What follows belongs to an exercise in optimizing a design on an open flow for small area and a short achievable clock period; a production flow would make more cautious choices.
In this exercise RTL edits were held to simulation tests only and were not proved equivalent to the original.
Power is estimated from default activity; no workload was simulated.

## job 103
// muitiplier
module muitiplier(
    input clk,rstn,
    input pipeline_muitiplier_flush,
    input pipeline_muitiplier_stall,
    input [4:0] pipeline_muitiplier_subtype,
    input [31:0] pipeline_muitiplier_din1,
    input [31:0] pipeline_muitiplier_din2,
    output [31:0] muitiplier_pipeline_dout
);
Size in the first run: about 110 I/O pins, roughly 27000 sq um of cells after synthesis.
clock: 12.0 ns
lec_check: 0
abc_area: 1
cap_margin: 20
core_margin: 2
core_utilization: 55
slew_margin: 45
synth_hierarchical: 1
standard.sh (not shown) runs the stock make flow with config.mk's settings and CLKGATE_MAP_FILE= SYNTH_SCRIPT=/design/flow/synth_recipe.tcl, a recipe that flattens the netlist after the stock synthesis.
==> flow/flow/run.sh <==
#!/bin/bash
# The standard ORFS layout (standard.sh) with three changes:
#  - every port still gets a buffer, but a buf_2 instead of the slow
#    clkdlybuf4s50_1 that buffer_ports picks by default;
#  - clock tree synthesis without dummy loads;
#  - timing repair aims for the setup slack in SETUP_SLACK_MARGIN below.
set -euo pipefail
export BUFFER_PORTS_ARGS="-buffer_cell sky130_fd_sc_hd__buf_2"
export CTS_ARGS="-sink_clustering_enable -repair_clock_nets -dont_use_dummy_load -buf_list {sky130_fd_sc_hd__clkbuf_4 sky130_fd_sc_hd__clkbuf_8}"
export SETUP_SLACK_MARGIN=5.6
bash standard.sh > standard_flow.log 2>&1
Here is what was changed in the inputs of job 105 compared with job 103.
Settings: CAP_MARGIN changed from 20 to 5; SLEW_MARGIN changed from 45 to 5.
| overall global routing resource usage | job 103 vs job 105 | ≈ equal |. Looking at first-pass iteration count of the detailed router, job 105 sits 3 below job 103. From job 103 to job 105 the numbers moved as follows: multi-input logic area ~0 delta; final non-filler cell area roughly the same; total power after layout climbed 0.81%. As far as horizontal die dimension goes, job 105 and job 103 are indistinguishable; the numbers are identical.

========
muitiplier, a different RTL version from the one above (not shown whole).
Size: roughly 2,700 cells after synthesis, ~110 I/O pins, roughly 26,000 sq um of cells after synthesis.
clock: 12.0 ns
lec_check: 0
abc_area: 1
cap_margin: 20
core_margin: 2
core_utilization: 55
slew_margin: 20
synth_hierarchical: 1
Scripts as last shown in full above: flow/flow/run.sh
Rerun with:
--- a/flow/flow/run.sh
+++ b/flow/flow/run.sh
@@ -9,2 +9,2 @@
-export CTS_ARGS="-sink_clustering_enable -repair_clock_nets -dont_use_dummy_load -buf_list {sky130_fd_sc_hd__clkbuf_4 sky130_fd_sc_hd__clkbuf_8}"
-export SETUP_SLACK_MARGIN=5.6
+export CTS_ARGS="-sink_clustering_enable -repair_clock_nets -dont_use_dummy_load"
+export SETUP_SLACK_MARGIN=5
Die area stays the same.
Final area fell by 4.9%.
Routed wire length fell by 4.3%.
Worst setup slack is worse by 530 ps.
Clock power rose by about 50%.
Global-route usage rose by 0.13 points.
Rerun with:
--- a/flow/flow/run.sh
+++ b/flow/flow/run.sh
@@ -9,2 +9,2 @@
-export CTS_ARGS="-sink_clustering_enable -repair_clock_nets -dont_use_dummy_load"
-export SETUP_SLACK_MARGIN=5
+export CTS_ARGS="-sink_clustering_enable -repair_clock_nets -dont_use_dummy_load -buf_list {sky130_fd_sc_hd__clkbuf_4 sky130_fd_sc_hd__clkbuf_8}"
+export SETUP_SLACK_MARGIN=5.6
--- a/flow/config.mk
+++ b/flow/config.mk
@@ -11 +11 @@
-export CORE_UTILIZATION = 55
+export CORE_UTILIZATION = 70
The changed run completed without violations.
Maximum frequency increases by 9.4%.
Clock power shrinks by 30%.
Register-to-register slack got worse by 90 ps.
Worst setup slack gets better by 600 ps.
Total power is higher by 2.1%.
Non-clock buffer count increases by 100.
Core utilization goes up by 19 points.
Cell area climbs by 4.8%.
Rerun with:
==> flow/run.sh (new file) <==
#!/bin/bash
# synth_recipe.tcl (not shown) runs the flow's synth.tcl, then flattens the netlist and writes it again
# the make line also repeats each setting of config.mk as NAME=value (left out here)
make -C /OpenROAD-flow-scripts/flow DESIGN_CONFIG=/design/flow/config.mk WORK_HOME=/design/flow/orfs CLKGATE_MAP_FILE= SYNTH_SCRIPT=/design/flow/synth_recipe.tcl finish
--- a/flow/config.mk
+++ b/flow/config.mk
@@ -11 +11,2 @@
-export CORE_UTILIZATION = 70
+export CORE_UTILIZATION = 55
+export SETUP_SLACK_MARGIN = 5
removed: flow/flow/run.sh
removed: flow/standard.sh
The new run produced a clean layout.
Total power is about the same.
Final area drops by about 2%.
Hold slack is better by 19 ps.
Rerun with:
==> flow/flow/run.sh (new file) <==
#!/bin/bash
# The standard ORFS layout (standard.sh) with three changes:
#  - every port still gets a buffer, but a buf_2 instead of the slow
#    clkdlybuf4s50_1 that buffer_ports picks by default;
#  - clock tree synthesis without dummy loads;
#  - timing repair aims for the setup slack in SETUP_SLACK_MARGIN below.
set -euo pipefail
export BUFFER_PORTS_ARGS="-buffer_cell sky130_fd_sc_hd__buf_2"
export CTS_ARGS="-sink_clustering_enable -repair_clock_nets -dont_use_dummy_load -buf_list {sky130_fd_sc_hd__clkbuf_4 sky130_fd_sc_hd__clkbuf_8}"
export SETUP_SLACK_MARGIN=5
bash standard.sh > standard_flow.log 2>&1
==> flow/standard.sh (new file) <==
#!/bin/bash
# synth_recipe.tcl (not shown) runs the flow's synth.tcl, then flattens the netlist and writes it again
# the make line also repeats each setting of config.mk as NAME=value (left out here)
make -C /OpenROAD-flow-scripts/flow DESIGN_CONFIG=/design/flow/config.mk WORK_HOME=/design/flow/orfs CLKGATE_MAP_FILE= SYNTH_SCRIPT=/design/flow/synth_recipe.tcl "${@:-finish}"
--- a/flow/config.mk
+++ b/flow/config.mk
@@ -12 +11,0 @@
-export SETUP_SLACK_MARGIN = 5
removed: flow/run.sh
Outcome: Sequential power hardly moves. Synthesized cell count does not change. Non-clock buffer count came out lower by 13. Routed wire length falls by about 2%. Core utilization shrinks by 2.1 points.

========
muitiplier with an RTL version that a note above also has.
Size: ~120 flip-flops.
Settings: LEC_CHECK=0, ABC_AREA=0, CAP_MARGIN=20, CORE_MARGIN=2, CORE_UTILIZATION=55, SLEW_MARGIN=45, SYNTH_HIERARCHICAL=1; clock period 12.0 ns.
==> flow/flow/run.sh <==
#!/bin/bash
# The standard ORFS layout (standard.sh) with three changes:
#  - every port still gets a buffer, but a buf_2 instead of the slow
#    clkdlybuf4s50_1 that buffer_ports picks by default;
#  - clock tree synthesis without dummy loads;
#  - timing repair aims for the setup slack in SETUP_SLACK_MARGIN below.
set -euo pipefail
export BUFFER_PORTS_ARGS="-buffer_cell sky130_fd_sc_hd__buf_2"
export CTS_ARGS="-sink_clustering_enable -repair_clock_nets -dont_use_dummy_load -buf_list {sky130_fd_sc_hd__clkbuf_4 sky130_fd_sc_hd__clkbuf_8}"
export SETUP_SLACK_MARGIN=5.6
bash standard.sh > standard_flow.log 2>&1
The starting point ran to the end with no violations.
Next try:
--- a/flow/flow/run.sh
+++ b/flow/flow/run.sh
@@ -8,3 +8,3 @@
 export BUFFER_PORTS_ARGS="-buffer_cell sky130_fd_sc_hd__buf_2"
-export CTS_ARGS="-sink_clustering_enable -repair_clock_nets -dont_use_dummy_load -buf_list {sky130_fd_sc_hd__clkbuf_4 sky130_fd_sc_hd__clkbuf_8}"
+export CTS_ARGS="-sink_clustering_enable -repair_clock_nets -dont_use_dummy_load -sink_clustering_size 30 -sink_clustering_max_diameter 120 -buf_list {sky130_fd_sc_hd__clkbuf_4 sky130_fd_sc_hd__clkbuf_8}"
 export SETUP_SLACK_MARGIN=5.6
ABC_AREA = 1   (was 0)
Effect:
- flip-flop and latch count is unchanged
- wire length goes up by about 6.4%
- final area goes down by about 5%

[static timing again, ports no longer ideal]
How much do the figures lean on ideal ports? The routed layouts below were timed once more, with nothing changed but the port constraints.
Step 1, drivers: a clkbuf_16 drives clk and a buf_2 each remaining input, both assumed.
Step 2 also shifts input and output timing later by t, the mid clock arrival at the registers, as if the neighbouring blocks saw the same clock.
Slacks: ideal ports / drivers / drivers and shift; pairs: ideal ports / drivers.
run	shift t [ns]	setup WS [ns]	hold slack, ns
job 103	0.568	5.620 / 5.647 / 5.079	0.809 / 0.809 / 0.809
job 105	0.557	5.598 / 5.628 / 5.071	0.807 / 0.807 / 0.807
the first run of note 2	0.605	5.526 / 5.562 / 4.957	0.849 / 0.849 / 0.849
the second run of note 2	0.538	5.001 / 5.036 / 4.498	0.842 / 0.842 / 0.842
the third run of note 2	0.621	5.603 / 5.601 / 5.013	0.831 / 0.831 / 0.831
the fourth run of note 2	0.561	5.045 / 5.085 / 4.524	0.850 / 0.850 / 0.850
the fifth run of note 2	0.599	5.098 / 5.103 / 4.504	0.852 / 0.852 / 0.852
the first run of note 3	0.575	5.329 / 5.273 / 5.099	0.844 / 0.844 / 0.844
the second run of note 3	0.568	5.620 / 5.647 / 5.079	0.809 / 0.809 / 0.809
After both steps setup and hold are still met in every run listed. For the fifth run of note 2, which loses most, drivers alone change the setup slack by +0.005 ns; drivers and shift together by -0.594 ns.
